What follows belongs to an exercise in optimizing a design on an open flow for small area; a production flow would make more cautious choices. Function was checked by simulation only, so behaviour that the tests miss may differ from the original. The clock port is modelled as an ideal driver; clocking choices that lean on that would not hold on a real chip. Power is estimated from default activity; no workload was simulated.

**design/flow/run.sh**
```bash
#!/bin/bash
# synth_recipe.tcl (not shown) runs the flow's synth.tcl, then flattens the netlist and writes it again
# the make line also repeats each setting of config.mk as NAME=value (left out here)
make -C /OpenROAD-flow-scripts/flow DESIGN_CONFIG=/design/flow/config.mk WORK_HOME=/design/flow/orfs CLKGATE_MAP_FILE= SYNTH_SCRIPT=/design/flow/synth_recipe.tcl finish
```
**design/flow/config.mk**
```make
export PLATFORM = sky130hd
export DESIGN_NAME = keypad_password_system
export DESIGN_NICKNAME = keypad_password_system
export VERILOG_FILES = /design/flow/design.v
export SDC_FILE = /design/flow/constraint.sdc
export NUM_CORES = 4
export LEC_CHECK = 0
export CAP_MARGIN = 20
export CORE_MARGIN = 2
export CORE_UTILIZATION = 40
export SLEW_MARGIN = 20
```
**design/flow/constraint.sdc**
```tcl
create_clock -name core_clock -period 10.0 [get_ports {clk}]
set_input_delay 2.0000 -clock core_clock [delete_from_list [all_inputs] [get_ports {clk}]]
set_output_delay 2.0000 -clock core_clock [all_outputs]
set_load 0.01 [all_outputs]
```
**design/flow/design.v**
```verilog
module hex_to_7seg (
    input  wire [3:0] hex_in,
    output wire [6:0] seg_out   
);
    localparam [15:0] T_A = 16'b0111010011111100;
    localparam [15:0] T_B = 16'b0101010111011111;
    localparam [15:0] T_C = 16'b0111011111101111;
    localparam [15:0] T_D = 16'b0111000011110000;
    localparam [15:0] T_E = 16'b0010001011010000;
    localparam [15:0] T_F = 16'b0110011011101010;
    localparam [15:0] T_G = 16'b1111111101111010;
    assign seg_out = {T_G[hex_in], T_F[hex_in], T_E[hex_in], T_D[hex_in],
                      T_C[hex_in], T_B[hex_in], T_A[hex_in]};
endmodule
module keypad_scanner (
    input  wire       clk,
    input  wire       reset,
    input  wire [3:0] rows,
    output wire [3:0] cols,
    output wire [3:0] key_pos,     
    output wire       key_apply    
);
    localparam [5:0] SCAN_END = 6'b000111;
    reg [5:0] scan_timer;
    reg [1:0] scan_index;
    wire scan_tick = (scan_timer == SCAN_END);
    always @(posedge clk or posedge reset) begin
        if (reset) begin
            scan_timer <= 6'd0;
            scan_index <= 2'd0;
        end else begin
            scan_timer <= scan_tick ? 6'd0 : {~scan_timer[4:0], ~(scan_timer[5] ^ scan_timer[4])};
            if (scan_tick)
                scan_index <= {scan_index[0], ~scan_index[1]};
        end
    end
    assign cols = {~(scan_index == 2'b10), ~(scan_index == 2'b11),
                   ~(scan_index == 2'b01), ~(scan_index == 2'b00)};
    reg [3:0] row_sync1, row_sync2;
    always @(posedge clk) begin
        row_sync1 <= rows;
        row_sync2 <= row_sync1;
    end
    reg row_changed;
    always @(posedge clk)
        row_changed <= reset ? (row_sync1 != 4'b1111) : (row_sync1 != row_sync2);
    reg [2:0] debounce_counter;
    reg       deb_valid;
    reg [1:0] deb_row;
    wire       one_low = (row_sync2 == 4'b1110) | (row_sync2 == 4'b1101) |
                         (row_sync2 == 4'b1011) | (row_sync2 == 4'b0111);
    wire [1:0] low_row = {~row_sync2[2] | ~row_sync2[3], ~row_sync2[1] | ~row_sync2[3]};
    localparam [2:0] DEB_DONE = 3'b110;
    wire deb_update = !row_changed && debounce_counter == DEB_DONE;
    always @(posedge clk or posedge reset) begin
        if (reset) begin
            debounce_counter <= 3'b000;
            deb_valid <= 1'b0;
        end else if (row_changed) begin
            debounce_counter <= 3'b000;
        end else begin
            case (debounce_counter)
                3'b000: debounce_counter <= 3'b001;
                3'b001: debounce_counter <= 3'b011;
                3'b011: debounce_counter <= 3'b111;
                default: debounce_counter <= DEB_DONE;
            endcase
            if (debounce_counter == DEB_DONE)
                deb_valid <= one_low;
        end
    end
    always @(posedge clk)
        if (deb_update)
            deb_row <= low_row;
    wire key_found = deb_valid & ~(scan_index == 2'b11 & deb_row == 2'd3);
    localparam [2:0] K_IDLE = 3'b000, K_DET = 3'b001, K_W1 = 3'b011, K_W2 = 3'b111,
                     K_W3 = 3'b110, K_W4 = 3'b101, K_W = 3'b010;
    reg [2:0] state;
    reg [3:0] detected_key;
    reg [11:0] release_timer;
    localparam [11:0] RELEASE_END = 12'b001110010011;   
    wire waiting = (state != K_IDLE) & (state != K_DET);
    always @(posedge clk or posedge reset) begin
        if (reset) begin
            state <= K_IDLE;
        end else begin
            case (state)
                K_IDLE: if (key_found) state <= K_DET;
                K_DET:  state <= K_W1;
                K_W1:   state <= K_W2;
                K_W2:   state <= K_W3;
                K_W3:   state <= K_W4;
                K_W4:   state <= K_W;
                K_W:    if (!key_found && release_timer == RELEASE_END) state <= K_IDLE;
                default: state <= K_IDLE;
            endcase
        end
    end
    always @(posedge clk) begin
        if (state == K_IDLE)
            detected_key <= {scan_index, deb_row};
        release_timer <= (waiting && !key_found) ?
            {~release_timer[10:0], ~(release_timer[11] ^ release_timer[0])} : 12'd0;
    end
    assign key_pos = detected_key;
    assign key_apply = (state == K_W4);
endmodule
module password_fsm (
    input  wire        clk,
    input  wire        reset,
    input  wire [3:0]  key_pos,
    input  wire        key_apply,
    output reg  [1:0]  state,
    output reg  [11:0] digits
);
    localparam S_IDLE     = 2'b00;
    localparam S_ENTERING = 2'b01;
    localparam S_SUCCESS  = 2'b10;
    localparam S_FAIL     = 2'b11;
    localparam [3:0] P_EMPTY = 4'b1111;   
    localparam [3:0] P_1 = 4'b0000, P_2 = 4'b0100, P_3 = 4'b1100, P_4 = 4'b0001;
    localparam [3:0] P_C = 4'b1010, P_E = 4'b0011;
    localparam [16:0] TIMER_END = {5'b11011, 12'b101011011011};
    wire is_digit = (key_pos[3:2] != 2'b10) & ~(key_pos[1:0] == 2'd3 & key_pos[3:2] != 2'b01);
    wire is_clear = (key_pos == P_C);
    wire is_enter = (key_pos == P_E);
    wire full = (digits[11:8] != P_EMPTY);
    wire pass = (digits == {P_1, P_2, P_3}) & (key_pos == P_4);
    reg [4:0] timer;
    wire in_result = state[1];
    wire timer_done = ({timer, digits} == TIMER_END);
    always @(posedge clk or posedge reset) begin
        if (reset) begin
            state <= S_IDLE;
        end else begin
            case (state)
                S_IDLE:
                    if (key_apply && is_digit) state <= S_ENTERING;
                S_ENTERING:
                    if (key_apply) begin
                        if (is_clear) state <= S_IDLE;
                        else if (is_enter) state <= S_FAIL;
                        else if (is_digit && full) state <= pass ? S_SUCCESS : S_FAIL;
                    end
                default:
                    if (timer_done) state <= S_IDLE;
            endcase
        end
    end
    wire load = key_apply & ((state == S_IDLE & is_digit) |
                             (state == S_ENTERING & (is_enter | (is_digit & full))));
    wire shift = in_result | (key_apply & state == S_ENTERING & is_digit);
    wire from_timer = in_result | (state[0] & (full | is_enter));
    always @(posedge clk) begin
        timer <= in_result ? {~digits[11:8], ~(timer[4] ^ digits[3])} : 5'd0;
        if (load | shift) begin
            digits[11:4] <= load ? {P_EMPTY, P_EMPTY} : digits[7:0];
            digits[3:0] <= from_timer ? timer[3:0] : key_pos;
        end
    end
endmodule
module seven_seg_driver (
    input  wire        clk,
    input  wire        reset,
    input  wire [1:0]  state,
    input  wire [11:0] digits,
    output wire [6:0]  seg_out,
    output wire [3:0]  digit_sel
);
    localparam [5:0] PRE_START = 6'b000110;
    localparam [5:0] PRE_END   = 6'b110001;
    reg [5:0] prescaler;
    reg [1:0] idx;
    reg       started;
    wire pre_end = (prescaler == PRE_END);
    always @(posedge clk or posedge reset) begin
        if (reset) begin
            prescaler <= PRE_START;
            idx <= 2'd0;
            started <= 1'b0;
        end else begin
            prescaler <= {prescaler[4:0], prescaler[5] ^ prescaler[4] ^ (prescaler[4:0] == 5'd0)};
            if (pre_end) begin
                started <= 1'b1;
                if (started) idx <= {idx[0], ~idx[1]};
            end
        end
    end
    wire show_digit = (state == 2'b01) & (idx != 2'b00);
    wire [3:0] nib = idx[1] ? (idx[0] ? digits[7:4] : digits[3:0]) : digits[11:8];
    wire [6:0] digit_seg;
    hex_to_7seg decoder_inst (.hex_in(nib), .seg_out(digit_seg));
    reg [6:0] char_seg;
    always @(*) begin
        case ({state, idx})
            4'b10_00: char_seg = 7'b1110011;   
            4'b10_01: char_seg = 7'b1110111;   
            4'b10_11: char_seg = 7'b1101101;   
            4'b10_10: char_seg = 7'b1101101;   
            4'b11_00: char_seg = 7'b1110001;   
            4'b11_01: char_seg = 7'b1110111;   
            4'b11_11: char_seg = 7'b0000110;   
            4'b11_10: char_seg = 7'b0111000;   
            default:  char_seg = 7'b1000000;   
        endcase
    end
    wire [6:0] seg = show_digit ? digit_seg : char_seg;
    assign seg_out = (!started && prescaler[2]) ? 7'b0000000 : seg;
    assign digit_sel = (!started && prescaler[1]) ? 4'b1111 :
                       {~(idx == 2'b00), ~(idx == 2'b01), ~(idx == 2'b11), ~(idx == 2'b10)};
endmodule
module keypad_password_system (
    input  wire       clk,
    input  wire       reset_n,
    input  wire [3:0] keypad_rows,
    output wire [3:0] keypad_cols,
    output wire [6:0] seg_out,
    output wire [3:0] digit_sel
);
    wire reset = ~reset_n;
    wire       key_apply;    
    wire [3:0] key_pos;      
    wire [1:0] fsm_state;
    wire [11:0] fsm_digits;
    keypad_scanner u_keypad (
        .clk(clk),
        .reset(reset),
        .rows(keypad_rows),
        .cols(keypad_cols),
        .key_pos(key_pos),
        .key_apply(key_apply)
    );
    password_fsm u_fsm (
        .clk(clk),
        .reset(reset),
        .key_pos(key_pos),
        .key_apply(key_apply),
        .state(fsm_state),
        .digits(fsm_digits)
    );
    seven_seg_driver u_display (
        .clk(clk),
        .reset(reset),
        .state(fsm_state),
        .digits(fsm_digits),
        .seg_out(seg_out),
        .digit_sel(digit_sel)
    );
endmodule
```
==> results.yml, run 1 <==
clock_tree:
  ctsResizeCount: 0
  worstSkewPairLatency_ns: 0.34
  clock-sinks: 70
  htree_levels: 3
  cts_root_buf: "clkbuf_8"
  hold_buffers: 0
  clk_path_buf_depth: 2
  cts_setup_buffers: 0
  cts_tree: "built"
  numCtsBuffers: 9
  cts.clk_slew.worst_paths_ns: 0.08
routing:
  vias: 2127
  drt_iter0_drc: 131
  wl_per_cell_microns: 13.35
  ant_nets: 0
  first_pass_iters: 4
  drc: 0
  routed_wl_microns: 5647
  viasPerCell: 5.028
grt:
  grt_antenna_before_repair: 0
  gr-total-overflow: 0
  grt_start_max_net_pins: 33
  grt_pass1_vias: 2063
  grt.total_usage_pct: 14.28
  grt_pass1_wl_microns: 9673
place:
  place_congestion: 0.8093
  io_buffer_count: 20
  post_dp_cell_area_sq_um: 3423
  dp_hpwl_microns: 3945
cells_and_area:
  postLayoutCellArea_sq_um: 3665
  multiInputGateArea_sq_um: 1314
  ff_latch_area_sq_um: 1714
  fillers: 737
  finalNetCount: 328
  fin_util_pct: 47.67
  layout-drive-gt1-share_pct: 11.53
  diodes: 0
  syn_to_final_growth_pct: 16.05
floorplan:
  fp.dieW_microns: 92.86
  initial_utilization_pct: 41.08
  fp.dieH_microns: 92.86
  num_rows: 32
  dieArea_sq_um: 8622
  ioPinCount: 21
  core_area_sq_um: 7687
timing:
  hold_viol: 0
  drv_slew: 0
  slew-limit-headroom_pct: 46.07
  finalCritPeriodShare_pct: 49.32
  rsz0062_at_grt: "no"
  fmax_mhz: 202.8
  skew_ns: 0.006513
  setup_viol: 0
  finalSetupTns_ns: 0
  timing.hold.ws_ns: 0.3722
  tightest_slew_ns: 0.8035
  fin_crit_ns: 4.932
worst_setup_path:
  end_kind: "output port"
  critPathKind: "flop to output port"
  crit_required_ns: 8.00
  critPathMaxStageDelay_ns: 0.79
  start_kind: "flop"
  worstPathMaxFanout: 21
  path_cells: "nor2_1 > a21oi_1 > inv_1 > ha_1 > a221oi_1 > o21a_1 > clkdlybuf4s50_1"
  cp_slowest_cell: "dfrtp_1"
  worstPathArrival_ns: 2.93
synthesis:
  synth_edf_count: 18
  yosysSeqAreaShare_pct: 54.28
  yosys-top-cells-area: "dfrtp_1, edfxtp_1, dfxtp_1"
  netlist_area_sq_um: 3158
  ys_types: 72
  yosys.area.top_type_share_pct: 19.02
  ys_ff_latch: 70
  synthFlopType: "dfxtp_1"
  synth_warnings: 3
  yosysTopAreaCell: "dfrtp_1"
  syn_nets: 309
  netlist_instances: 297
  ys_async_sr_fraction_pct: 37.14
  yosysMostFrequentCell: "nor2_1"
  syn_area_per_cell_sq_um: 10.63
  synth_top_cells_by_count: "nor2_1, dfxtp_1, dfrtp_1"
power:
  power_uw: 555.8
  leakage_uw: 0.001482
  cellPowerDensity_nw_per_um2: 151.7
  vdd_drop_max_mv: 0.08342
min_path:
  min_path_type: "flop to flop"
job:
  cap_violations: 0
status:
  run_status: "no timing/DRC/antenna violations"
==> power by group <==
part           total, uW  switching (uW)  leakage (uW)  internal (uW)
clock network        252             113      0.000121            139
registers            295            2.49      0.000711            293
logic               8.70            4.29      0.000651           4.41
total                556             120       0.00148            436
==> stage by stage <==
step | setup WS, ns | std cells
floorplan | 6.302 | 297
global placement | 5.491 | 406
detailed placement | 5.446 | 406
CTS | 5.030 | 422
global route | 4.712 | 423
finish | 5.068 | 423
==> final cells by class <==
| class | instances | share of cell area [%] |
|---|---|---|
| well taps | 102 | 3.482 |
| multi-input cells | 197 | 35.85 |
| flip-flops and latches | 70 | 46.77 |
| inverters | 16 | 1.639 |
| clock inverters | 4 | 1.024 |
| repair buffers | 22 | 5.804 |
| clock buffers | 12 | 5.428 |
==> registers in the layout, indices dropped and copies added (netlist names), 3 cells and up <==
signal / count
u_keypad.debounce_counter: 3
u_keypad.row_sync1: 4
u_keypad.state: 3
u_keypad.scan_timer: 6
u_keypad.release_timer: 12
u_display.prescaler: 6
u_fsm.digits: 12
u_keypad.row_sync2: 4
u_keypad.detected_key: 4
u_fsm.timer: 5
==> critical path: cells and delay by family (launching register included) <==
family | cells | cell delay [ns]
compound gates | 3 | 0.82
fa+ha+maj | 1 | 0.24
buf+inv | 2 | 0.65
flops | 1 | 0.79
simple gates | 1 | 0.10
==> cells by family (layout without fill, tap and decap cells) <==
kind of cell	after synthesis	in the layout	share of synthesized area, %
buffers and inverters	30	54	4.120
XOR/XNOR	6	6	1.664
multiplexers	13	13	5.190
adder cells (fa/ha/maj)	6	6	2.377
flip-flops	70	70	54.28
AND/OR/NAND/NOR	124	124	20.60
AO/OA/AOI/OAI	48	48	11.77
==> cells in the final DEF (no fill, tap or decap), types with 4 or more instances in the layout <==
cell type	synthesis	routed
a21oi_1	5	5
inv_1	15	15
o21ai_1	6	6
nand2b_1	12	12
clkdlybuf4s50_1	0	20
nand3_1	8	8
dfxtp_1	26	26
mux2_1	5	5
o21ai_0	4	4
ha_1	6	6
dfrtp_1	24	24
o21a_1	4	4
clkbuf_8	0	9
xor2_1	5	5
nor2_1	44	44
nor3_1	7	7
nand2_1	19	19
edfxtp_1	18	18
==> final timing paths <==
kind	startpoint	to	slack, ns	cells after the start
hold reg to reg	u_keypad.row_sync1[2]	u_keypad.row_sync2[2]	0.37	0
min in group asynchronous	reset_n	u_keypad.scan_index[1]	2.04	2
setup reg to reg	u_keypad.detected_key[0]	u_fsm.digits[7]	8.08	6
setup / recovery	u_display.idx[1]	seg_out[2]	5.07	7
hold / removal	u_keypad.row_sync1[2]	u_keypad.row_sync2[2]	0.37	0
max in group asynchronous	reset_n	u_display.prescaler[1]	7.63	2
==> routing by layer <==
layer	global-route usage (%)	up-vias	share of wire, %
met5	0	-	0
met4	5.760	0	1.2
li1	-	1080	-
met1	19.04	1009	49
met3	3.417	7	3.1
met2	22.40	31	46
==> inputs of run 2 (changes only) <==
--- a/design/flow/design.v
+++ b/design/flow/design.v
@@ -2,13 +2,13 @@
     input  wire [3:0] hex_in,
     output wire [6:0] seg_out   
 );
-    localparam [15:0] T_A = 16'b0111010011111100;
+    localparam [15:0] T_A = 16'b0111000011111100;
     localparam [15:0] T_B = 16'b0101010111011111;
     localparam [15:0] T_C = 16'b0111011111101111;
     localparam [15:0] T_D = 16'b0111000011110000;
-    localparam [15:0] T_E = 16'b0010001011010000;
+    localparam [15:0] T_E = 16'b0010010111010000;
     localparam [15:0] T_F = 16'b0110011011101010;
-    localparam [15:0] T_G = 16'b1111111101111010;
+    localparam [15:0] T_G = 16'b1111000001110010;
     assign seg_out = {T_G[hex_in], T_F[hex_in], T_E[hex_in], T_D[hex_in],
                       T_C[hex_in], T_B[hex_in], T_A[hex_in]};
 endmodule
@@ -205,9 +205,9 @@
         endcase
     end
     wire [6:0] seg = show_digit ? digit_seg : char_seg;
-    assign seg_out = (!started && prescaler[2]) ? 7'b0000000 : seg;
-    assign digit_sel = (!started && prescaler[1]) ? 4'b1111 :
-                       {~(idx == 2'b00), ~(idx == 2'b01), ~(idx == 2'b11), ~(idx == 2'b10)};
+    assign seg_out = {seg[6] & ~(!started && prescaler[2]), seg[5:0]};
+    assign digit_sel = {~(idx == 2'b00) | (!started && prescaler[1]),
+                        ~(idx == 2'b01), ~(idx == 2'b11), ~(idx == 2'b10)};
 endmodule
 module keypad_password_system (
     input  wire       clk,
==> design/flow/flow/run.sh (new file) <==
#!/bin/bash
# Layout flow: the standard ORFS flow (standard.sh, unchanged synthesis),
# with two settings changed:
#  - clock tree synthesis without dummy load cells,
#  - the smallest buffer (buf_1) for the input and output port buffers.
# The whole make output goes to flow_standard.log in the work folder.
set -euo pipefail
export CTS_ARGS="-sink_clustering_enable -repair_clock_nets -dont_use_dummy_load -buf_list sky130_fd_sc_hd__clkbuf_4"
export BUFFER_PORTS_ARGS="-buffer_cell sky130_fd_sc_hd__buf_1"
bash standard.sh > flow_standard.log 2>&1
==> design/flow/standard.sh (new file) <==
#!/bin/bash
# synth_recipe.tcl (not shown) runs the flow's synth.tcl, then flattens the netlist and writes it again
# the make line also repeats each setting of config.mk as NAME=value (left out here)
make -C /OpenROAD-flow-scripts/flow DESIGN_CONFIG=/design/flow/config.mk WORK_HOME=/design/flow/orfs CLKGATE_MAP_FILE= SYNTH_SCRIPT=/design/flow/synth_recipe.tcl "${@:-finish}"
--- a/design/flow/config.mk
+++ b/design/flow/config.mk
@@ -7,5 +7,5 @@
 export LEC_CHECK = 0
 export CAP_MARGIN = 20
 export CORE_MARGIN = 2
-export CORE_UTILIZATION = 40
+export CORE_UTILIZATION = 70
 export SLEW_MARGIN = 20
removed: design/flow/run.sh
==> run 2 against run 1 <==
Still clean on timing, DRC and antenna. Clock skew up 0.021 ns. Wire length is 7.7% lower. Largest power group unchanged. Via count down 1.3%. Clock power shrank 51%. Non-clock buffer count did not move. Critical path type unchanged. Critical path depth is 1 lower. Synthesized area fell by 5.5%. Final area shrank 14%. Highest routed layer unchanged. Power fell by 23%.
==> results.yml, run 2 <==
synthesis:
  yosysMostFrequentCell: "nor2_1"
  yosys.area.top_type_share_pct: 20.13
  synth_warnings: 3
  synth_top_cells_by_count: "nor2_1, dfxtp_1, dfrtp_1"
  yosysSeqAreaShare_pct: 57.44
  ys_types: 50
  syn_area_per_cell_sq_um: 10.54
  yosys-top-cells-area: "dfrtp_1, edfxtp_1, dfxtp_1"
  ys_async_sr_fraction_pct: 37.14
  netlist_area_sq_um: 2984
  synth_edf_count: 18
  netlist_instances: 283
  syn_nets: 295
  synthFlopType: "dfxtp_1"
  ys_ff_latch: 70
  yosysTopAreaCell: "dfrtp_1"
job:
  cap_violations: 0
clock_tree:
  cts_tree: "built"
  ctsResizeCount: 0
  hold_buffers: 0
  clock-sinks: 70
  numCtsBuffers: 9
  cts_setup_buffers: 0
  clk_path_buf_depth: 2
  cts_root_buf: "clkbuf_4"
  cts.clk_slew.worst_paths_ns: 0.09
  worstSkewPairLatency_ns: 0.42
  htree_levels: 3
power:
  vdd_drop_max_mv: 0.1146
  p_seq_share_pct: 69.1
  comb_power_share_pct: 1.8
  swShare_pct: 20.92
  power.switching_uw: 89.27
  power_frac_clock_pct: 29.1
  cellPowerDensity_nw_per_um2: 134.8
  leakage_uw: 0.001333
  internal_power_uw: 337.5
min_path:
  min_path_cells: 0
  min_path_type: "flop to flop"
grt:
  grt.total_usage_pct: 24.07
  grt_antenna_before_repair: 0
  grt_pass1_wl_microns: 8928
  grt_start_max_net_pins: 33
  gr-total-overflow: 0
  grt_pass1_vias: 2029
routing:
  drt_iter0_drc: 101
  viasPerCell: 5.932
  drc: 0
  ant_nets: 0
  wl_per_cell_microns: 14.73
  wl_met3_microns: 214
  highest_layer: "met4"
  first_pass_iters: 5
  wl_met1_microns: 2377
  routed_wl_microns: 5215
  vias: 2100
  wl_met2_microns: 2492
floorplan:
  core_area_sq_um: 4058
  fp.dieW_microns: 69.29
  dieArea_sq_um: 4801
  ioPinCount: 21
  initial_utilization_pct: 73.54
  fp.dieH_microns: 69.29
  num_rows: 23
timing:
  hold_viol: 0
  setup_viol: 0
  skew_ns: 0.02765
  rsz0062_at_grt: "no"
  drv_slew: 0
  finalCritPeriodShare_pct: 47.23
  setup_ws_ns: 5.277
  fmax_mhz: 211.7
  finalSetupTns_ns: 0
  fin_crit_ns: 4.723
  slew-limit-headroom_pct: 52.26
  tightest_slew_ns: 0.7114
worst_setup_path:
  critPathKind: "flop to output port"
  start_kind: "flop"
  end_kind: "output port"
  reg2reg_depth: 5
  worstPathMaxFanout: 16
  crit_required_ns: 8.00
  worstPathArrival_ns: 2.72
  regToRegSetupSlack_ns: 7.62
cells_and_area:
  finalNetCount: 318
  final_cell_mix: "nor2_1, dfxtp_1, dfrtp_1, inv_1, buf_1"
  fillers: 292
  diodes: 0
  top_regs: "u_fsm.digits x12, u_keypad.release_timer x12"
  syn_to_final_growth_pct: 6.080
  layout-drive-gt1-share_pct: 8.553
  layout_commonest_cell: "nor2_1"
place:
  io_buffer_count: 20
  dp_hpwl_microns: 3712
  place_congestion: 0.9031
  dp_slack_ns: 5.745
status:
  run_status: "no timing/DRC/antenna violations"
[run 2: cell families (layout without fill, tap and decap cells)]
kind of cell,after synthesis,in the layout,synth area share (%)
xor+xnor,7,7,2.055
fa+ha+maj,6,6,2.516
simple gates,104,104,17.48
compound gates,53,53,11.87
flops,70,70,57.44
buf+inv,30,51,3.815
mux,13,13,4.822
[run 2: area by class of cell]
cell class	instances	area, sq um	share of cell area (%)
Clock buffer	9	67.56	2.134
Inverter	20	75.07	2.372
Multi-Input combinational cell	183	1156	36.52
Timing Repair Buffer	22	90.09	2.846
Sequential cell	70	1714	54.15
Tap cell	50	62.56	1.976
[run 2: stage by stage]
| step | util, % | hold slack (ns) | instance area, sq um | instances | total power [uW] |
|---|---|---|---|---|---|
| CTS | 78.01 | 0.3728 | 3166 | 354 | 427.4 |
| finish | 78.01 | 0.3716 | 3166 | 354 | 426.8 |
| global placement | 76.35 | 0.3607 | 3098 | 345 | 308.7 |
| global route | 78.01 | 0.3791 | 3166 | 354 | 442.5 |
| floorplan | - | 0.3510 | 2984 | 283 | 304.8 |
| detailed placement | 76.35 | 0.3607 | 3098 | 345 | 309.0 |
[run 2: critical path, stage by stage (launching register included)]
cell	delay (ns)
dfrtp_1	0.67
mux2_2	0.39
mux2i_1	0.46
nor2_1	0.16
a221oi_1	0.30
o22a_1	0.19
buf_1	0.14
[run 2: worst paths after layout]
kind / startpoint / endpoint
hold / removal: u_keypad.row_sync1[0] / u_keypad.row_sync2[0]
setup / recovery: u_display.idx[0] / seg_out[2]
min in group asynchronous: reset_n / u_keypad.deb_valid
hold reg to reg: u_keypad.row_sync1[0] / u_keypad.row_sync2[0]
max in group asynchronous: reset_n / u_display.prescaler[1]
setup reg to reg: u_fsm.state[1] / u_fsm.state[0]
[run 2: routing by layer]
metal | global-route usage, % | vias to the layer above
li1 | - | 1035
met1 | 29.86 | 1000
met2 | 38.57 | 50
met3 | 6.831 | 15
met4 | 12.20 | 0
met5 | 0 | -
[run 2: power by group through the flow]
stage,clock network [uW],registers (uW),logic (uW)
after floorplan,0,300,4.70
after global placement,0,301,7.55
after detailed placement,0,301,7.71
after CTS,125,295,7.72
after global routing,138,296,8.70
final,124,295,7.53
==> inputs of run 3 (changes only) <==
--- a/design/flow/config.mk
+++ b/design/flow/config.mk
@@ -7,5 +7,5 @@
 export LEC_CHECK = 0
 export CAP_MARGIN = 20
 export CORE_MARGIN = 2
-export CORE_UTILIZATION = 70
+export CORE_UTILIZATION = 55
 export SLEW_MARGIN = 20
==> run 3 against run 2 <==
Via count fell by 3.0%. Clock-buffer cell count unchanged. Fmax rose by 2.4%. Final area rose by 0.79%. Critical path type unchanged. Largest cell class unchanged.
==> results.yml, run 3 <==
place:
  dp_hpwl_microns: 3652
  place_congestion: 0.8556
  dp.cells: 365
  io_buffer_count: 20
synthesis:
  synth_top_cells_by_count: "nor2_1, dfxtp_1, dfrtp_1"
  ys_types: 50
  yosys.area_share.simple_pct: 17.48
  yosys.area_share.xor_xnor_pct: 2.055
  ys_async_sr_fraction_pct: 37.14
  synthFlopType: "dfxtp_1"
  synth_edf_count: 18
  synth.area.mux_share_pct: 4.822
  yosys-top-cells-area: "dfrtp_1, edfxtp_1, dfxtp_1"
  yosysTopAreaCell: "dfrtp_1"
  synth_top_family_by_area: "simple AND/OR/NAND/NOR gates"
  syn_area_per_cell_sq_um: 10.54
  yosysSeqAreaShare_pct: 57.44
  yosys.area.top_type_share_pct: 20.13
  netlist_instances: 283
  netlist_area_sq_um: 2984
  syn_nets: 295
  synth_compound_area_share_pct: 11.87
  synth_warnings: 3
  yosysMostFrequentCell: "nor2_1"
  ys_ff_latch: 70
  synth_fa_ha_area_share_pct: 2.516
routing:
  drc: 0
  vias: 2036
  wl_per_cell_microns: 13.74
  routed_wl_microns: 5139
  drt_iter0_drc: 136
  first_pass_iters: 4
  ant_nets: 0
  viasPerCell: 5.444
grt:
  grt.total_usage_pct: 18.83
  grt_start_max_net_pins: 33
  gr-total-overflow: 0
  grt_antenna_before_repair: 0
  grt_pass1_vias: 1972
  grt_pass1_wl_microns: 8721
worst_setup_path:
  reg2reg_depth: 5
  end_kind: "output port"
  worstPathMaxFanout: 16
  cp_slowest_cell: "dfrtp_1"
  regToRegSetupSlack_ns: 7.61
  worstPathArrival_ns: 2.61
  path_cells: "mux2i_1 > a21oi_1 > inv_1 > ha_1 > o211ai_1 > o21ai_0 > a22o_1 > buf_1"
  crit_required_ns: 8.00
  critPathMaxStageDelay_ns: 0.68
  timing.rr.end: "u_fsm.state[0]"
  r2r-start: "u_fsm.state[1]"
  critPathKind: "flop to output port"
  start_kind: "flop"
  path_buf_inv: 2
  crit_family: "compound AO/OA/AOI/OAI gates"
cells_and_area:
  fin_util_pct: 61.68
  final_cell_mix: "nor2_1, dfxtp_1, dfrtp_1, inv_1, buf_1"
  fillers: 444
  finalNetCount: 318
  diodes: 0
  top_regs: "u_fsm.digits x12, u_keypad.release_timer x12"
  fin_cells: 374
  layout-drive-gt1-share_pct: 8.553
  syn_to_final_growth_pct: 6.918
  layout_commonest_cell: "nor2_1"
floorplan:
  initial_utilization_pct: 57.69
  fp.dieH_microns: 77.66
  dieArea_sq_um: 6031
  fp.dieW_microns: 77.66
  ioPinCount: 21
  num_rows: 26
  core_area_sq_um: 5172
timing:
  rsz0062_at_grt: "no"
  slew-limit-headroom_pct: 49.58
  fmax_mhz: 216.7
  tightest_slew_ns: 0.7513
  setup_viol: 0
  finalCritPeriodShare_pct: 46.14
  drv_slew: 0
  fin_crit_ns: 4.614
  finalSetupTns_ns: 0
  skew_ns: 0.03241
  hold_viol: 0
clock_tree:
  clk_path_buf_depth: 2
  cts_root_buf: "clkbuf_4"
  cts.clk_slew.worst_paths_ns: 0.10
  worstSkewPairLatency_ns: 0.41
  cts_setup_buffers: 0
  ctsResizeCount: 0
  cts_tree: "built"
  hold_buffers: 0
  numCtsBuffers: 9
  clock-sinks: 70
  htree_levels: 3
min_path:
  hp-start: "u_display.prescaler[1]"
  min_to: "u_display.prescaler[2]"
  min_path_cells: 0
  min_path_type: "flop to flop"
power:
  vdd_drop_max_mv: 0.1063
  cellPowerDensity_nw_per_um2: 133.2
  leakage_uw: 0.001333
job:
  cap_violations: 0
status:
  run_status: "no timing/DRC/antenna violations"
-- run 3: cell counts in the layout (fill, tap and decap cells not counted) --
No cell type changed its count.
-- run 3: how the worst max path moves through the flow --
stage,start,slack (ns),to,cells after the start
after global routing,u_display.idx[0],5.12,seg_out[4],9
after global placement,u_display.idx[0],5.82,seg_out[6],9
after detailed placement,u_display.idx[0],5.80,seg_out[6],9
after floorplan,u_display.idx[1],6.23,seg_out[6],7
final,u_display.idx[0],5.39,seg_out[4],8
after CTS,u_display.idx[0],5.37,seg_out[6],9
-- run 3: kinds of logic (layout without fill, tap and decap cells) --
logic type | count (synthesis) | count (layout)
AO/OA/AOI/OAI | 53 | 53
XOR/XNOR | 7 | 7
adder cells (fa/ha/maj) | 6 | 6
buffers and inverters | 30 | 51
flip-flops | 70 | 70
multiplexers | 13 | 13
AND/OR/NAND/NOR | 104 | 104
-- run 3: power breakdown --
group / internal, uW / switching (uW)
combinational: 3.20 / 4.40
clock: 41.8 / 80.7
sequential: 293 / 2.44
total: 338 / 87.5
-- run 3: stage by stage --
step / instance area (sq um) / setup slack, ns / hold slack (ns) / total power [uW]
CTS: 3191 / 5.365 / 0.3567 / 430.4
detailed placement: 3123 / 5.798 / 0.3593 / 309.0
global placement: 3123 / 5.821 / 0.3601 / 308.7
finish: 3191 / 5.386 / 0.3553 / 425.1
floorplan: 2984 / 6.228 / 0.3510 / 304.8
global route: 3191 / 5.120 / 0.3499 / 444.2
-- run 3: routing by layer --
metal	track usage, %	vias up	wire length, microns
met4	8.214	0	91
li1	-	1038	-
met3	7.209	9	259
met2	29.22	44	2334
met1	23.42	945	2454
met5	0	-	0
-- run 3: worst reg2reg max path, cell delays in order, from the launching register on --
cell	delay, ns
dfrtp_1	0.55
inv_1	0.27
or3_1	0.42
or4_1	0.45
a32o_1	0.28
mux2_4	0.30
-- run 3: area by class of cell --
type,count,area (sq um),area share (%)
sequential,70,1714,53.73
multi-input combinational,183,1156,36.24
timing repair buffer,22,90.09,2.824
tap,70,87.58,2.745
inverter,20,75.07,2.353
clock buffer,9,67.56,2.118
==> inputs of run 4 (changes only) <==
==> design/flow/flow/run.sh (replaced) <==
#!/bin/bash
# Layout flow: the standard ORFS flow (standard.sh, unchanged synthesis),
# with two settings changed:
#  - clock tree synthesis without dummy load cells,
#  - the smallest buffer (buf_1) for the input and output port buffers.
# The whole make output goes to flow_standard.log in the work folder.
set -euo pipefail
export CTS_ARGS="-sink_clustering_enable -repair_clock_nets -dont_use_dummy_load -buf_list sky130_fd_sc_hd__clkbuf_8 -sink_clustering_levels 1 -sink_clustering_size 40 -sink_clustering_max_diameter 300"
export BUFFER_PORTS_ARGS="-buffer_cell sky130_fd_sc_hd__buf_1"
bash standard.sh > flow_standard.log 2>&1
==> run 4 against run 3 <==
Synthesized cell count did not move. First-iteration DRC count decreased by 39%. Sequential share of layout area fell by 0.93 points. Utilization rose by 1.1 points. Global-route usage grew 0.25 points. Final area increased by 1.8%. Clock power is 36% higher. Critical path type unchanged.
==> results.yml, run 4 <==
status:
  run_status: "no timing/DRC/antenna violations"
place:
  dp.cells: 365
  post_dp_cell_area_sq_um: 3123
  io_buffer_count: 20
  dp_hpwl_microns: 3652
  dp_slack_ns: 5.798
  place_congestion: 0.8556
synthesis:
  synth_edf_count: 18
  netlist_instances: 283
  ys_ff_latch: 70
  ys_types: 50
  syn_area_per_cell_sq_um: 10.54
  yosysMostFrequentCell: "nor2_1"
  syn_nets: 295
  yosysSeqAreaShare_pct: 57.44
  synth_warnings: 3
  yosys.area.top_type_share_pct: 20.13
  synth_top_cells_by_count: "nor2_1, dfxtp_1, dfrtp_1"
  yosysTopAreaCell: "dfrtp_1"
  synthFlopType: "dfxtp_1"
  netlist_area_sq_um: 2984
  ys_async_sr_fraction_pct: 37.14
  yosys-top-cells-area: "dfrtp_1, edfxtp_1, dfxtp_1"
power:
  vdd_drop_max_mv: 0.1237
  cellPowerDensity_nw_per_um2: 144.3
  power_uw: 468.7
  leakage_uw: 0.001356
floorplan:
  core_area_sq_um: 5172
  fp.dieH_microns: 77.66
  fp.dieW_microns: 77.66
  num_rows: 26
  dieArea_sq_um: 6031
  ioPinCount: 21
  initial_utilization_pct: 57.69
worst_setup_path:
  regToRegSetupSlack_ns: 7.60
  timing.rr.end: "u_fsm.state[0]"
  crit_required_ns: 8.00
  end_kind: "output port"
  cp_slowest_cell: "dfrtp_1"
  startpoint: "u_display.idx[0]"
  worstPathMaxFanout: 16
  path_cells: "mux2i_1 > nand2_1 > o21ai_0 > ha_1 > nor2_1 > a211o_1 > a32o_1 > buf_1"
  worstPathArrival_ns: 2.54
  critPathMaxStageDelay_ns: 0.67
  critPathKind: "flop to output port"
  critical_path.endpoint: "seg_out[5]"
  reg2reg_depth: 5
  start_kind: "flop"
  r2r-start: "u_fsm.state[1]"
routing:
  drt_iter0_drc: 83
  routed_wl_microns: 5154
  vias: 2040
  wl_per_cell_microns: 13.78
  first_pass_iters: 4
  drc: 0
  viasPerCell: 5.455
  ant_nets: 0
cells_and_area:
  diodes: 0
  final_cell_mix: "nor2_1, dfxtp_1, dfrtp_1, inv_1, buf_1"
  finalNetCount: 318
  layout-drive-gt1-share_pct: 8.553
  fillers: 437
  fin_cells: 374
  layout_commonest_cell: "nor2_1"
  top_regs: "u_fsm.digits x12, u_keypad.release_timer x12"
  syn_to_final_growth_pct: 8.805
  postLayoutCellArea_sq_um: 3247
grt:
  gr-total-overflow: 0
  grt_start_max_net_pins: 33
  grt_antenna_before_repair: 0
  grt_pass1_wl_microns: 8790
  grt_pass1_vias: 1960
  grt.total_usage_pct: 19.08
timing:
  fmax_mhz: 220.2
  drv_slew: 0
  fin_crit_ns: 4.541
  tightest_slew_ns: 0.7248
  hold_viol: 0
  slew-limit-headroom_pct: 51.36
  finalSetupTns_ns: 0
  setup_viol: 0
  finalCritPeriodShare_pct: 45.41
  rsz0062_at_grt: "no"
  skew_ns: 0.02058
  setup_ws_ns: 5.459
clock_tree:
  worstSkewPairLatency_ns: 0.34
  numCtsBuffers: 9
  cts_root_buf: "clkbuf_8"
  cts.clk_slew.worst_paths_ns: 0.06
  hold_buffers: 0
  clock-sinks: 70
  cts_tree: "built"
  ctsResizeCount: 0
  htree_levels: 3
  cts_setup_buffers: 0
  clk_path_buf_depth: 2
min_path:
  min_path_type: "flop to flop"
  hp-start: "u_display.prescaler[1]"
job:
  cap_violations: 0
run 4: critical path: cells and delay by family, from the launching register on:
| kind | cells | cell delay, ns |
|---|---|---|
| DFF | 1 | 0.67 |
| muxes | 1 | 0.24 |
| buffers and inverters | 1 | 0.13 |
| AOI/OAI and AO/OA | 3 | 0.73 |
| and+or+nand+nor | 2 | 0.13 |
| adders and majority gates | 1 | 0.31 |
run 4: worst min-delay path by stage:
stage	slack, ns	depth (start not counted)	end
after floorplan	0.35	0	u_keypad.row_sync2[0]
after global placement	0.36	0	u_keypad.row_sync2[0]
after detailed placement	0.36	0	u_keypad.row_sync2[0]
after CTS	0.36	0	u_display.prescaler[2]
after global routing	0.37	0	u_display.prescaler[2]
final	0.37	0	u_display.prescaler[2]
run 4: logic make-up after synthesis:
logic type | after synthesis | share of synthesized area [%]
fa+ha+maj | 6 | 2.516
simple gates | 104 | 17.48
flops | 70 | 57.44
mux | 13 | 4.822
compound gates | 53 | 11.87
buf+inv | 30 | 3.815
xor+xnor | 7 | 2.055
run 4: stage by stage:
step	hold slack (ns)	util [%]
2_1_floorplan	0.3510	-
3_3_place_gp	0.3601	60.38
4_1_cts	0.3629	62.77
6_report	0.3669	62.77
5_1_grt	0.3655	62.77
3_5_place_dp	0.3593	60.38
run 4: power breakdown:
part / total, uW / switching (uW) / internal (uW) / leakage, uW
combinational: 7.58 / 4.38 / 3.20 / 0.000581
clock: 166 / 85.6 / 80.0 / 0.0000647
sequential: 295 / 2.43 / 293 / 0.000711
total: 469 / 92.5 / 376 / 0.00136
run 4: per-layer routing:
metal,GRT usage (%),share of wire (%)
met1,24.11,49
met2,29.22,44
met3,6.163,4.2
met4,10.00,2.5
met5,0,0
run 4: cell type report:
type                    count  area (sq um)  share of cell area, %
inverters                  20         75.07                  2.312
flip-flops and latches     70          1714                  52.79
well taps                  70         87.58                  2.697
multi-input cells         183          1156                  35.61
clock buffers               9         123.9                  3.815
repair buffers             22         90.09                  2.775
==> inputs of run 5 (changes only) <==
--- a/design/flow/design.v
+++ b/design/flow/design.v
@@ -6,7 +6,7 @@
     localparam [15:0] T_B = 16'b0101010111011111;
     localparam [15:0] T_C = 16'b0111011111101111;
     localparam [15:0] T_D = 16'b0111000011110000;
-    localparam [15:0] T_E = 16'b0010010111010000;
+    localparam [15:0] T_E = 16'b0010111111010000;
     localparam [15:0] T_F = 16'b0110011011101010;
     localparam [15:0] T_G = 16'b1111000001110010;
     assign seg_out = {T_G[hex_in], T_F[hex_in], T_E[hex_in], T_D[hex_in],
@@ -72,7 +72,7 @@
     always @(posedge clk)
         if (deb_update)
             deb_row <= low_row;
-    wire key_found = deb_valid & ~(scan_index == 2'b11 & deb_row == 2'd3);
+    wire key_found = deb_valid & ~(scan_index == 2'b11 & deb_row == 2'b11);
     localparam [2:0] K_IDLE = 3'b000, K_DET = 3'b001, K_W1 = 3'b011, K_W2 = 3'b111,
                      K_W3 = 3'b110, K_W4 = 3'b101, K_W = 3'b010;
     reg [2:0] state;
@@ -121,7 +121,7 @@
     localparam [3:0] P_1 = 4'b0000, P_2 = 4'b0100, P_3 = 4'b1100, P_4 = 4'b0001;
     localparam [3:0] P_C = 4'b1010, P_E = 4'b0011;
     localparam [16:0] TIMER_END = {5'b11011, 12'b101011011011};
-    wire is_digit = (key_pos[3:2] != 2'b10) & ~(key_pos[1:0] == 2'd3 & key_pos[3:2] != 2'b01);
+    wire is_digit = (key_pos[3:2] != 2'b10) & ~(key_pos[1:0] == 2'b11 & key_pos[3:2] != 2'b01);
     wire is_clear = (key_pos == P_C);
     wire is_enter = (key_pos == P_E);
     wire full = (digits[11:8] != P_EMPTY);
==> design/flow/flow/run.sh (replaced) <==
#!/bin/bash
# Layout flow: the standard ORFS flow (standard.sh, unchanged synthesis),
# with two settings changed:
#  - clock tree synthesis without dummy load cells,
#  - the smallest buffer (buf_1) for the input and output port buffers.
# The whole make output goes to flow_standard.log in the work folder.
set -euo pipefail
export CTS_ARGS="-sink_clustering_enable -repair_clock_nets -dont_use_dummy_load -buf_list sky130_fd_sc_hd__clkbuf_16 -sink_clustering_size 70 -sink_clustering_max_diameter 300"
export PRE_CTS_TCL="$PWD/flow/pre_cts.tcl"
export BUFFER_PORTS_ARGS="-buffer_cell sky130_fd_sc_hd__buf_1"
bash standard.sh > flow_standard.log 2>&1
==> design/flow/flow/pre_cts.tcl (new file) <==
set_max_fanout 100 [current_design]
==> run 5 against run 4 <==
Flip-flop and latch count is the same. Utilization grew 1.7 points. Wire length shrank 0.25%. Worst hold slack gained 0.0010 ns. Critical endpoint is now seg_out[2].
==> results.yml, run 5 <==
status:
  run_status: "no timing/DRC/antenna violations"
place:
  dp.cells: 366
  dp_hpwl_microns: 3592
  place_congestion: 0.8053
  io_buffer_count: 20
timing:
  fin_crit_ns: 4.715
  skew_ns: 0.01214
  drv_slew: 0
  timing.hold.ws_ns: 0.3679
  hold_viol: 0
  tightest_slew_ns: 0.9175
  fmax_mhz: 212.1
  setup_viol: 0
  finalSetupTns_ns: 0
  slew-limit-headroom_pct: 38.27
  rsz0062_at_grt: "no"
  finalCritPeriodShare_pct: 47.15
routing:
  viasPerCell: 5.437
  first_pass_iters: 4
  routed_wl_microns: 5141
  drt_iter0_drc: 85
  ant_nets: 0
  vias: 2039
  drc: 0
  wl_per_cell_microns: 13.71
worst_setup_path:
  worstPathArrival_ns: 2.71
  end_kind: "output port"
  critPathMaxStageDelay_ns: 0.67
  worstPathMaxFanout: 17
  crit_required_ns: 8.00
  start_kind: "flop"
  path_cells: "mux2_2 > mux2i_1 > inv_1 > ha_1 > a221o_1 > a21oi_1 > buf_1"
  critPathKind: "flop to output port"
  cp_slowest_cell: "dfrtp_1"
cells_and_area:
  layout-drive-gt1-share_pct: 9.180
  ff_latch_area_sq_um: 1714
  layout_commonest_cell: "nor2_1"
  top_regs: "u_fsm.digits x12, u_keypad.release_timer x12"
  fin_cells: 375
  fin_util_pct: 64.51
  diodes: 0
  fillers: 423
  syn_to_final_growth_pct: 12.20
  multiInputGateArea_sq_um: 1149
  finalNetCount: 318
  final_cell_mix: "nor2_1, dfxtp_1, nand2_1, dfrtp_1, buf_1"
synthesis:
  synthFlopType: "dfxtp_1"
  yosysSeqAreaShare_pct: 57.64
  ys_types: 46
  netlist_area_sq_um: 2974
  syn_area_per_cell_sq_um: 10.47
  yosysTopAreaCell: "dfrtp_1"
  synth_edf_count: 18
  ys_ff_latch: 70
  synth_top_cells_by_count: "nor2_1, dfxtp_1, dfrtp_1, nand2_1, inv_1"
  yosys-top-cells-area: "dfrtp_1, edfxtp_1, dfxtp_1"
  yosysMostFrequentCell: "nor2_1"
  syn_nets: 295
  synth_warnings: 3
  yosys.area.top_type_share_pct: 20.19
  ys_async_sr_fraction_pct: 37.14
  netlist_instances: 284
clock_tree:
  ctsResizeCount: 0
  cts_setup_buffers: 0
  cts_tree: "built"
  worstSkewPairLatency_ns: 0.33
  clock-sinks: 70
  numCtsBuffers: 9
  cts.clk_slew.worst_paths_ns: 0.05
  hold_buffers: 0
floorplan:
  initial_utilization_pct: 57.50
  core_area_sq_um: 5172
  dieArea_sq_um: 6012
  ioPinCount: 21
  num_rows: 26
  fp.dieW_microns: 77.54
  fp.dieH_microns: 77.54
power:
  cellPowerDensity_nw_per_um2: 167.4
  power_uw: 558.7
  vdd_drop_max_mv: 0.1317
  leakage_uw: 0.001398
grt:
  grt_start_max_net_pins: 33
  grt.total_usage_pct: 18.95
  gr-total-overflow: 0
  grt_pass1_wl_microns: 8804
  grt_pass1_vias: 1976
  grt_antenna_before_repair: 0
min_path:
  min_path_type: "flop to flop"
job:
  cap_violations: 0
## run 5: changes by cell type after synthesis, sizes merged, moves of 2 or more
cell    change
a32o        -4
nor2        -2
a21oi       +5
nand2b      -2
nand2       +6
mux2i       +2
## run 5: cell families after synthesis
| group | synth area share [%] |
|---|---|
| and+or+nand+nor | 18.64 |
| buffers and inverters | 3.744 |
| muxes | 5.890 |
| adders and majority gates | 2.103 |
| AOI/OAI and AO/OA | 9.929 |
| DFF | 57.64 |
| xor gates and xnor gates | 2.061 |
## run 5: worst paths after layout
| path | startpoint | end | slack, ns | cells past startpoint |
|---|---|---|---|---|
| worst max register to register | u_fsm.digits[8] | u_fsm.state[0] | 7.93 | 5 |
| worst min register to register | u_display.prescaler[3] | u_display.prescaler[4] | 0.37 | 0 |
| min in group asynchronous | reset_n | u_display.prescaler[5] | 1.68 | 2 |
| max in group asynchronous | reset_n | u_display.prescaler[2] | 8.00 | 2 |
| worst min-delay path | u_display.prescaler[3] | u_display.prescaler[4] | 0.37 | 0 |
| worst max-delay path | u_display.idx[0] | seg_out[2] | 5.29 | 7 |
## run 5: final cells by class
type / count / share of cell area (%)
Sequential cell: 70 / 51.37
Multi-Input combinational cell: 185 / 34.42
Inverter: 19 / 2.137
Clock buffer: 9 / 6.749
Timing Repair Buffer: 22 / 2.700
Tap cell: 70 / 2.625
## run 5: report_power, final
part,internal (uW),switching (uW)
Clock,157,98.4
Sequential,294,2.44
Combinational,3.20,4.24
## run 5: stage by stage
step	worst slack (ns)	cell area [sq um]
after floorplan	6.061	2974
after global placement	5.711	3112
after detailed placement	5.643	3112
after CTS	5.284	3337
after global routing	5.099	3337
final	5.285	3337
## run 5: routing by layer
layer / track usage [%] / share of wire [%]
met1: 22.27 / 45
met3: 7.209 / 4.7
met4: 7.857 / 2.2
met5: 0 / 0
met2: 31.22 / 48
## run 5: worst max-delay path, delay by kind of cell (launching register included)
family          cells  cell delay, ns
flops               1            0.67
mux                 2            0.70
compound gates      2            0.47
buf+inv             2            0.30
fa+ha+maj           1            0.24
==> inputs of run 6 (changes only) <==
==> design/flow/flow/run.sh (replaced) <==
#!/bin/bash
# Layout flow: the standard ORFS flow (standard.sh, unchanged synthesis),
# with two settings changed:
#  - clock tree synthesis without dummy load cells,
#  - the smallest buffer (buf_1) for the input and output port buffers.
# The whole make output goes to flow_standard.log in the work folder.
set -euo pipefail
export CTS_ARGS="-sink_clustering_enable -repair_clock_nets -dont_use_dummy_load -buf_list sky130_fd_sc_hd__clkbuf_4"
export BUFFER_PORTS_ARGS="-buffer_cell sky130_fd_sc_hd__buf_1"
bash standard.sh > flow_standard.log 2>&1
--- a/design/flow/config.mk
+++ b/design/flow/config.mk
@@ -5,7 +5,9 @@
 export SDC_FILE = /design/flow/constraint.sdc
 export NUM_CORES = 4
 export LEC_CHECK = 0
-export CAP_MARGIN = 20
+export CAP_MARGIN = 0
 export CORE_MARGIN = 2
 export CORE_UTILIZATION = 55
-export SLEW_MARGIN = 20
+export GPL_ROUTABILITY_DRIVEN = 0
+export GPL_TIMING_DRIVEN = 0
+export SLEW_MARGIN = 0
removed: design/flow/flow/pre_cts.tcl
==> run 6 against run 5 <==
Still clean. Sequential share of layout area grew 2.0 points. Non-clock buffer count grew 9. Worst setup slack gained 0.10 ns. Final cell count grew 2.4%. Sequential power is essentially flat. Synthesized cell count is the same. Final area shrank 3.7%. First-iteration DRC count grew 36%. Clock power shrank 53%. Critical path depth grew 1. Flip-flop and latch count is the same. Synthesized area is the same. Critical path type unchanged. Critical endpoint unchanged. Largest power group unchanged.
==> results.yml, run 6 <==
worst_setup_path:
  critPathKind: "flop to output port"
  path_buf_inv: 3
  timing.rr.end: "u_fsm.state[0]"
  start_kind: "flop"
  r2r-start: "u_fsm.digits[8]"
  crit_required_ns: 8.00
  end_kind: "output port"
  regToRegSetupSlack_ns: 7.89
  path_cells: "buf_2 > mux2_2 > mux2i_1 > inv_1 > ha_1 > a221o_1 > a21oi_1 > buf_1"
  crit_family: "multiplexers"
  worstPathArrival_ns: 2.61
  worstPathMaxFanout: 8
  cp_slowest_cell: "mux2_2"
  critPathMaxStageDelay_ns: 0.36
  startpoint: "u_display.idx[0]"
  reg2reg_depth: 5
synthesis:
  yosys.area.top_type_share_pct: 20.19
  synth_warnings: 3
  yosysTopAreaCell: "dfrtp_1"
  netlist_instances: 284
  ys_types: 46
  syn_nets: 295
  synthFlopType: "dfxtp_1"
  ys_ff_latch: 70
  ys_async_sr_fraction_pct: 37.14
  syn_area_per_cell_sq_um: 10.47
  yosysMostFrequentCell: "nor2_1"
  yosys-top-cells-area: "dfrtp_1, edfxtp_1, dfxtp_1"
  synth_top_cells_by_count: "nor2_1, dfxtp_1, dfrtp_1, nand2_1, inv_1"
  netlist_area_sq_um: 2974
  synth_edf_count: 18
  yosysSeqAreaShare_pct: 57.64
routing:
  vias: 2085
  viasPerCell: 5.430
  ant_nets: 0
  routed_wl_microns: 5145
  drt_iter0_drc: 116
  drc: 0
  first_pass_iters: 6
  wl_per_cell_microns: 13.40
floorplan:
  fp.dieH_microns: 77.54
  num_rows: 26
  core_area_sq_um: 5172
  fp.dieW_microns: 77.54
  ioPinCount: 21
  dieArea_sq_um: 6012
  initial_utilization_pct: 57.50
timing:
  skew_ns: 0.02431
  setup_viol: 0
  rsz0062_at_grt: "no"
  fin_crit_ns: 4.614
  timing.hold.ws_ns: 0.3735
  drv_slew: 0
  hold_viol: 0
  slew-limit-headroom_pct: 40.62
  tightest_slew_ns: 0.8826
  fmax_mhz: 216.7
  finalSetupTns_ns: 0
  finalCritPeriodShare_pct: 46.14
grt:
  grt.total_usage_pct: 18.57
  grt_pass1_vias: 2019
  gr-total-overflow: 0
  grt_antenna_before_repair: 0
  grt_start_max_net_pins: 33
  grt_pass1_wl_microns: 8756
power:
  power_uw: 423.1
  cellPowerDensity_nw_per_um2: 131.7
  vdd_drop_max_mv: 0.09059
  leakage_uw: 0.001347
min_path:
  min_path_type: "flop to flop"
  min_to: "u_keypad.row_sync2[2]"
  hp-start: "u_keypad.row_sync1[2]"
  min_path_cells: 0
status:
  run_status: "no timing/DRC/antenna violations"
clock_tree:
  clock-sinks: 70
  hold_buffers: 0
  cts_tree: "built"
  cts_setup_buffers: 0
  htree_levels: 3
  numCtsBuffers: 9
  ctsResizeCount: 0
  cts_root_buf: "clkbuf_4"
  worstSkewPairLatency_ns: 0.39
  clk_path_buf_depth: 2
  cts.clk_slew.worst_paths_ns: 0.08
cells_and_area:
  syn_to_final_growth_pct: 8.035
  top_regs: "u_fsm.digits x12, u_keypad.release_timer x12"
  final_cell_mix: "nor2_1, dfxtp_1, nand2_1, dfrtp_1"
  finalNetCount: 327
  postLayoutCellArea_sq_um: 3213
  diodes: 0
  layout-drive-gt1-share_pct: 9.554
  layout_commonest_cell: "nor2_1"
place:
  io_buffer_count: 20
  dp_hpwl_microns: 3674
  post_dp_cell_area_sq_um: 3146
job:
  cap_violations: 0
run 6: cell counts after synthesis:
No cell type changed its count.
run 6: stage by stage:
stage                     utilization (%)  setup WS, ns  cells
after floorplan                         -         6.061    284
after global placement              60.64         5.676    374
final                               62.12         5.386    384
after global routing                62.12         5.214    384
after CTS                           62.12         5.353    384
after detailed placement            60.81         5.803    375
run 6: cell type report:
type,instances,area [sq um]
fill,430,1959
sequential,70,1714
multi-input combinational,185,1149
tap,70,87.58
timing repair buffer,21,83.83
inverter,19,71.32
clock buffer,9,67.56
buffer,10,40.04
run 6: power by group:
part / total [uW] / switching (uW) / leakage, uW / internal [uW]
sequential: 294 / 1.66 / 0.000711 / 293
combinational: 8.25 / 5.09 / 0.000594 / 3.15
clock: 121 / 78.8 / 0.0000414 / 41.8
run 6: routing by layer:
layer / vias up / GRT usage, % / share of wire, %
li1: 1056 / - / -
met1: 977 / 23.34 / 47
met2: 44 / 30.78 / 47
met3: 8 / 4.767 / 4.0
met4: 0 / 7.321 / 1.4
met5: - / 0 / 0
run 6: logic make-up after synthesis:
group / after synthesis / share of synthesized area (%)
simple gates: 108 / 18.64
xor+xnor: 7 / 2.061
flops: 70 / 57.64
buf+inv: 29 / 3.744
fa+ha+maj: 5 / 2.103
compound gates: 49 / 9.929
mux: 16 / 5.890
run 6: worst register-to-register path: cells and delay by family (launching register included):
kind	cells	cell delay [ns]
and+or+nand+nor	3	0.95
DFF	1	0.47
muxes	1	0.30
AOI/OAI and AO/OA	1	0.28
run 6: worst max path at each step:
stage               depth (start not counted)                   end  slack (ns)
finish                                      8            seg_out[2]        5.39
global route                                9            seg_out[0]        5.21
CTS                                         8            seg_out[2]        5.35
detailed placement                          8            seg_out[2]        5.80
global placement                            6  u_keypad.row_changed        5.68
floorplan                                   7            seg_out[2]        6.06
==> inputs of run 7 (changes only) <==
--- a/design/flow/config.mk
+++ b/design/flow/config.mk
@@ -8,6 +8,4 @@
 export CAP_MARGIN = 0
 export CORE_MARGIN = 2
 export CORE_UTILIZATION = 55
-export GPL_ROUTABILITY_DRIVEN = 0
-export GPL_TIMING_DRIVEN = 0
 export SLEW_MARGIN = 0
==> run 7 against run 6 <==
Clock power barely moved. Clock-buffer cell count did not move. First-iteration DRC count fell by 23%. Clock skew rose by 0.0020 ns. Final cell count fell by 2.3%. Worst setup slack got worse by 0.17 ns. Utilization fell by 0.65 points. Worst hold slack got worse by 0.0097 ns. Largest power group unchanged. Highest routed layer unchanged.
==> results.yml, run 7 <==
status:
  run_status: "no timing/DRC/antenna violations"
cells_and_area:
  ff_latch_area_sq_um: 1714
  multiInputGateArea_sq_um: 1149
  postLayoutCellArea_sq_um: 3179
  layout_commonest_cell: "nor2_1"
  top_regs: "u_fsm.digits x12, u_keypad.release_timer x12"
  final_cell_mix: "nor2_1, dfxtp_1, nand2_1, dfrtp_1, buf_1"
  layout-drive-gt1-share_pct: 9.180
  syn_to_final_growth_pct: 6.899
  finalNetCount: 318
  diodes: 0
  fillers: 454
min_path:
  min_path_cells: 0
  min_path_type: "flop to flop"
worst_setup_path:
  critPathMaxStageDelay_ns: 0.68
  regToRegSetupSlack_ns: 7.90
  cp.depth: 7
  end_kind: "output port"
  startpoint: "u_display.idx[0]"
  path_cells: "mux2_2 > mux2i_1 > inv_1 > ha_1 > a221o_1 > a21oi_1 > buf_1"
  critical_path.endpoint: "seg_out[2]"
  crit_required_ns: 8.00
  reg2reg_depth: 5
  r2r-start: "u_fsm.digits[8]"
  path_buf_inv: 2
  start_kind: "flop"
  critPathKind: "flop to output port"
  worstPathMaxFanout: 17
  cp_slowest_cell: "dfrtp_1"
  worstPathArrival_ns: 2.78
  crit_family: "multiplexers"
  timing.rr.end: "u_fsm.state[0]"
synthesis:
  yosys-top-cells-area: "dfrtp_1, edfxtp_1, dfxtp_1"
  synthFlopType: "dfxtp_1"
  yosysTopAreaCell: "dfrtp_1"
  yosysSeqAreaShare_pct: 57.64
  ys_types: 46
  netlist_instances: 284
  ys_ff_latch: 70
  synth_edf_count: 18
  syn_area_per_cell_sq_um: 10.47
  ys_async_sr_fraction_pct: 37.14
  synth_warnings: 3
  syn_nets: 295
  synth_top_cells_by_count: "nor2_1, dfxtp_1, dfrtp_1, nand2_1, inv_1"
  netlist_area_sq_um: 2974
  yosysMostFrequentCell: "nor2_1"
  yosys.area.top_type_share_pct: 20.19
timing:
  finalSetupTns_ns: 0
  timing.hold.ws_ns: 0.3638
  hold_viol: 0
  slew-limit-headroom_pct: 20.20
  drv_slew: 0
  tightest_slew_ns: 1.185
  skew_ns: 0.02627
  finalCritPeriodShare_pct: 47.80
  fmax_mhz: 209.2
  rsz0062_at_grt: "no"
  fin_crit_ns: 4.780
  setup_viol: 0
routing:
  viasPerCell: 5.456
  drt_iter0_drc: 89
  first_pass_iters: 4
  routed_wl_microns: 5045
  wl_per_cell_microns: 13.45
  ant_nets: 0
  drc: 0
  vias: 2046
clock_tree:
  ctsResizeCount: 0
  clk_path_buf_depth: 2
  hold_buffers: 0
  cts_setup_buffers: 0
  cts_root_buf: "clkbuf_4"
  cts_tree: "built"
  htree_levels: 3
  worstSkewPairLatency_ns: 0.39
  numCtsBuffers: 9
  cts.clk_slew.worst_paths_ns: 0.09
  clock-sinks: 70
grt:
  grt_pass1_vias: 1993
  grt.total_usage_pct: 18.76
  grt_antenna_before_repair: 0
  gr-total-overflow: 0
  grt_start_max_net_pins: 33
  grt_pass1_wl_microns: 8735
power:
  leakage_uw: 0.001328
  vdd_drop_max_mv: 0.1234
  cellPowerDensity_nw_per_um2: 133.0
floorplan:
  ioPinCount: 21
  fp.dieH_microns: 77.54
  fp.dieW_microns: 77.54
  num_rows: 26
  core_area_sq_um: 5172
  dieArea_sq_um: 6012
  initial_utilization_pct: 57.50
place:
  post_dp_cell_area_sq_um: 3112
  dp_hpwl_microns: 3592
  io_buffer_count: 20
  place_congestion: 0.8053
job:
  cap_violations: 0
==> run 7: stage by stage <==
| step | instances | power (uW) | util [%] | setup slack [ns] |
|---|---|---|---|---|
| after global placement | 366 | 308.9 | 60.16 | 5.711 |
| after detailed placement | 366 | 309.1 | 60.16 | 5.643 |
| after global routing | 375 | 442.6 | 61.47 | 4.986 |
| final | 375 | 422.8 | 61.47 | 5.220 |
| after floorplan | 284 | 304.8 | - | 6.061 |
| after CTS | 375 | 430.2 | 61.47 | 5.176 |
==> run 7: where the power goes <==
part           internal (uW)  switching, uW  total [uW]  leakage [uW]
clock                   41.8           78.4         120     0.0000414
combinational           3.20           4.29        7.49      0.000576
sequential               293           2.48         295      0.000711
total                    338           85.2         423       0.00133
==> run 7: worst min-delay path by stage <==
stage	start	end	slack (ns)
6_report	u_display.prescaler[3]	u_display.prescaler[4]	0.36
5_1_grt	u_display.prescaler[3]	u_display.prescaler[4]	0.37
4_1_cts	u_display.prescaler[3]	u_display.prescaler[4]	0.36
3_5_place_dp	u_display.prescaler[3]	u_display.prescaler[4]	0.36
3_3_place_gp	u_display.prescaler[3]	u_display.prescaler[4]	0.36
2_1_floorplan	u_keypad.row_sync1[0]	u_keypad.row_sync2[0]	0.35
==> run 7: layer usage <==
metal	track usage (%)	vias up	part of all wire, %
met1	21.84	960	45
li1	-	1030	-
met2	31.04	48	49
met5	0	-	0
met4	6.786	0	1.8
met3	7.907	8	4.5
==> run 7: area by class of cell <==
type | count | share of cell area, %
inverters | 19 | 2.243
well taps | 70 | 2.755
clock buffers | 9 | 2.125
repair buffers | 22 | 2.834
multi-input cells | 185 | 36.13
flip-flops and latches | 70 | 53.92
==> run 7: worst register-to-register path, delay by kind of cell (launching register included) <==
kind	cells	cell delay [ns]
multiplexers	1	0.30
AO/OA/AOI/OAI	1	0.28
AND/OR/NAND/NOR	3	0.97
flip-flops	1	0.45
==> run 7: logic make-up (layout without fill, tap and decap cells) <==
family	count (synthesis)	count (layout)	synth area share, %
xor gates and xnor gates	7	7	2.061
and+or+nand+nor	108	108	18.64
adders and majority gates	5	5	2.103
muxes	16	16	5.890
AOI/OAI and AO/OA	49	49	9.929
DFF	70	70	57.64
buffers and inverters	29	50	3.744
==> inputs of run 8 (changes only) <==
--- a/design/flow/config.mk
+++ b/design/flow/config.mk
@@ -5,7 +5,7 @@
 export SDC_FILE = /design/flow/constraint.sdc
 export NUM_CORES = 4
 export LEC_CHECK = 0
-export CAP_MARGIN = 0
+export CAP_MARGIN = 20
 export CORE_MARGIN = 2
 export CORE_UTILIZATION = 55
-export SLEW_MARGIN = 0
+export SLEW_MARGIN = 20
==> run 8 against run 7 <==
Final cell count did not move. Non-clock buffer count did not move. Final area did not move. First-iteration DRC count did not move. Clock power barely moved. Sequential share of layout area did not move. Global-route usage did not move. Synthesized area did not move. Power barely moved. Largest power group unchanged.
==> results.yml, run 8 <==
status:
  run_status: "no timing/DRC/antenna violations"
routing:
  wl_per_cell_microns: 13.48
  drc: 0
  drt_iter0_drc: 89
  ant_nets: 0
  first_pass_iters: 4
  routed_wl_microns: 5055
  viasPerCell: 5.432
  vias: 2037
power:
  power_uw: 422.9
  cellPowerDensity_nw_per_um2: 133.0
  leakage_uw: 0.001328
  vdd_drop_max_mv: 0.1234
worst_setup_path:
  reg2reg_depth: 5
  critPathKind: "flop to output port"
  r2r-start: "u_fsm.digits[8]"
  worstPathMaxFanout: 17
  end_kind: "output port"
  regToRegSetupSlack_ns: 7.92
  crit_required_ns: 8.00
  start_kind: "flop"
  worstPathArrival_ns: 2.78
  timing.rr.end: "u_fsm.state[0]"
clock_tree:
  clk_path_buf_depth: 2
  ctsResizeCount: 0
  clock-sinks: 70
  hold_buffers: 0
  cts_setup_buffers: 0
  numCtsBuffers: 9
  htree_levels: 3
  cts.clk_slew.worst_paths_ns: 0.09
  cts_tree: "built"
  worstSkewPairLatency_ns: 0.40
  cts_root_buf: "clkbuf_4"
timing:
  fin_crit_ns: 4.781
  fmax_mhz: 209.2
  hold_viol: 0
  setup_ws_ns: 5.219
  skew_ns: 0.02667
  slew-limit-headroom_pct: 37.87
  rsz0062_at_grt: "no"
  drv_slew: 0
  setup_viol: 0
  finalSetupTns_ns: 0
  tightest_slew_ns: 0.9235
  finalCritPeriodShare_pct: 47.81
grt:
  grt_antenna_before_repair: 0
  grt_pass1_wl_microns: 8735
  grt_start_max_net_pins: 33
  gr-total-overflow: 0
  grt_pass1_vias: 1993
  grt.total_usage_pct: 18.76
synthesis:
  synth_top_family_by_area: "simple AND/OR/NAND/NOR gates"
  netlist_instances: 284
  yosys.area_share.xor_xnor_pct: 2.061
  synth_top_cells_by_count: "nor2_1, dfxtp_1, dfrtp_1, nand2_1, inv_1"
  ys_async_sr_fraction_pct: 37.14
  synth.area.mux_share_pct: 5.890
  syn_area_per_cell_sq_um: 10.47
  synth_warnings: 3
  synth_compound_area_share_pct: 9.928
  yosys.area_share.simple_pct: 18.64
  synthFlopType: "dfxtp_1"
  yosys-top-cells-area: "dfrtp_1, edfxtp_1, dfxtp_1"
  ys_ff_latch: 70
  netlist_area_sq_um: 2974
  yosys.area.top_type_share_pct: 20.19
  yosysTopAreaCell: "dfrtp_1"
  yosysSeqAreaShare_pct: 57.64
  syn_nets: 295
  synth_fa_ha_area_share_pct: 2.103
  synth_edf_count: 18
  yosysMostFrequentCell: "nor2_1"
  ys_types: 46
job:
  cap_violations: 0
min_path:
  min_path_type: "flop to flop"
  min_to: "u_display.prescaler[4]"
  min_path_cells: 0
  hp-start: "u_display.prescaler[3]"
cells_and_area:
  layout_commonest_cell: "nor2_1"
  final_cell_mix: "nor2_1, dfxtp_1, nand2_1, dfrtp_1, buf_1"
  finalNetCount: 318
  diodes: 0
  layout-drive-gt1-share_pct: 9.180
  top_regs: "u_fsm.digits x12, u_keypad.release_timer x12"
  syn_to_final_growth_pct: 6.899
  fillers: 454
floorplan:
  fp.dieH_microns: 77.54
  fp.dieW_microns: 77.54
  num_rows: 26
  core_area_sq_um: 5172
  ioPinCount: 21
  dieArea_sq_um: 6012
  initial_utilization_pct: 57.50
place:
  dp_hpwl_microns: 3592
  dp_slack_ns: 5.643
  io_buffer_count: 20
  place_congestion: 0.8053
run 8: worst max path at each step:
stage                startpoint          to  slack [ns]
6_report       u_display.idx[0]  seg_out[2]        5.22
5_1_grt        u_display.idx[0]  seg_out[0]        4.99
4_1_cts        u_display.idx[0]  seg_out[2]        5.18
3_5_place_dp   u_display.idx[0]  seg_out[2]        5.64
3_3_place_gp   u_display.idx[0]  seg_out[2]        5.71
2_1_floorplan  u_display.idx[0]  seg_out[2]        6.06
run 8: critical path, stage by stage (launching register included):
cell	delay, ns
dfrtp_1	0.68
mux2_2	0.39
mux2i_1	0.31
inv_1	0.14
ha_1	0.24
a221o_1	0.32
a21oi_1	0.15
buf_1	0.16
run 8: cells by family (layout without fill, tap and decap cells):
family	Yosys count	count (layout)
DFF	70	70
xor gates and xnor gates	7	7
AOI/OAI and AO/OA	49	49
and+or+nand+nor	108	108
muxes	16	16
buffers and inverters	29	50
adders and majority gates	5	5
run 8: final cells by class:
| cell class | count | area (sq um) | area share, % |
|---|---|---|---|
| flip-flops and latches | 70 | 1714 | 53.92 |
| multi-input cells | 185 | 1149 | 36.13 |
| well taps | 70 | 87.58 | 2.755 |
| repair buffers | 22 | 90.09 | 2.834 |
| inverters | 19 | 71.32 | 2.243 |
| clock buffers | 9 | 67.56 | 2.125 |
run 8: per-stage QoR:
stage / utilization, % / hold slack (ns) / std cells / area, sq um
CTS: 61.47 / 0.3606 / 375 / 3179
finish: 61.47 / 0.3637 / 375 / 3179
global placement: 60.16 / 0.3615 / 366 / 3112
global route: 61.47 / 0.3719 / 375 / 3179
floorplan: - / 0.3510 / 284 / 2974
detailed placement: 60.16 / 0.3622 / 366 / 3112
run 8: metal layers:
| metal | part of all wire [%] | track usage, % |
|---|---|---|
| met5 | 0 | 0 |
| met4 | 1.8 | 6.786 |
| met3 | 4.7 | 7.907 |
| met2 | 49 | 31.04 |
| met1 | 45 | 21.84 |
run 8: where the power goes:
part	switching, uW	leakage (uW)	total, uW	internal (uW)
Sequential	2.48	0.000711	295	293
Clock	78.6	0.0000414	120	41.8
Combinational	4.29	0.000576	7.48	3.20

Check on run 8: ideal ports give 5.219 ns setup slack; a clkbuf_16 on the clock port and buf_2 on the inputs give 5.195 ns; moving port delays by the midpoint clock arrival (0.406 ns) as well gives 5.602 ns.
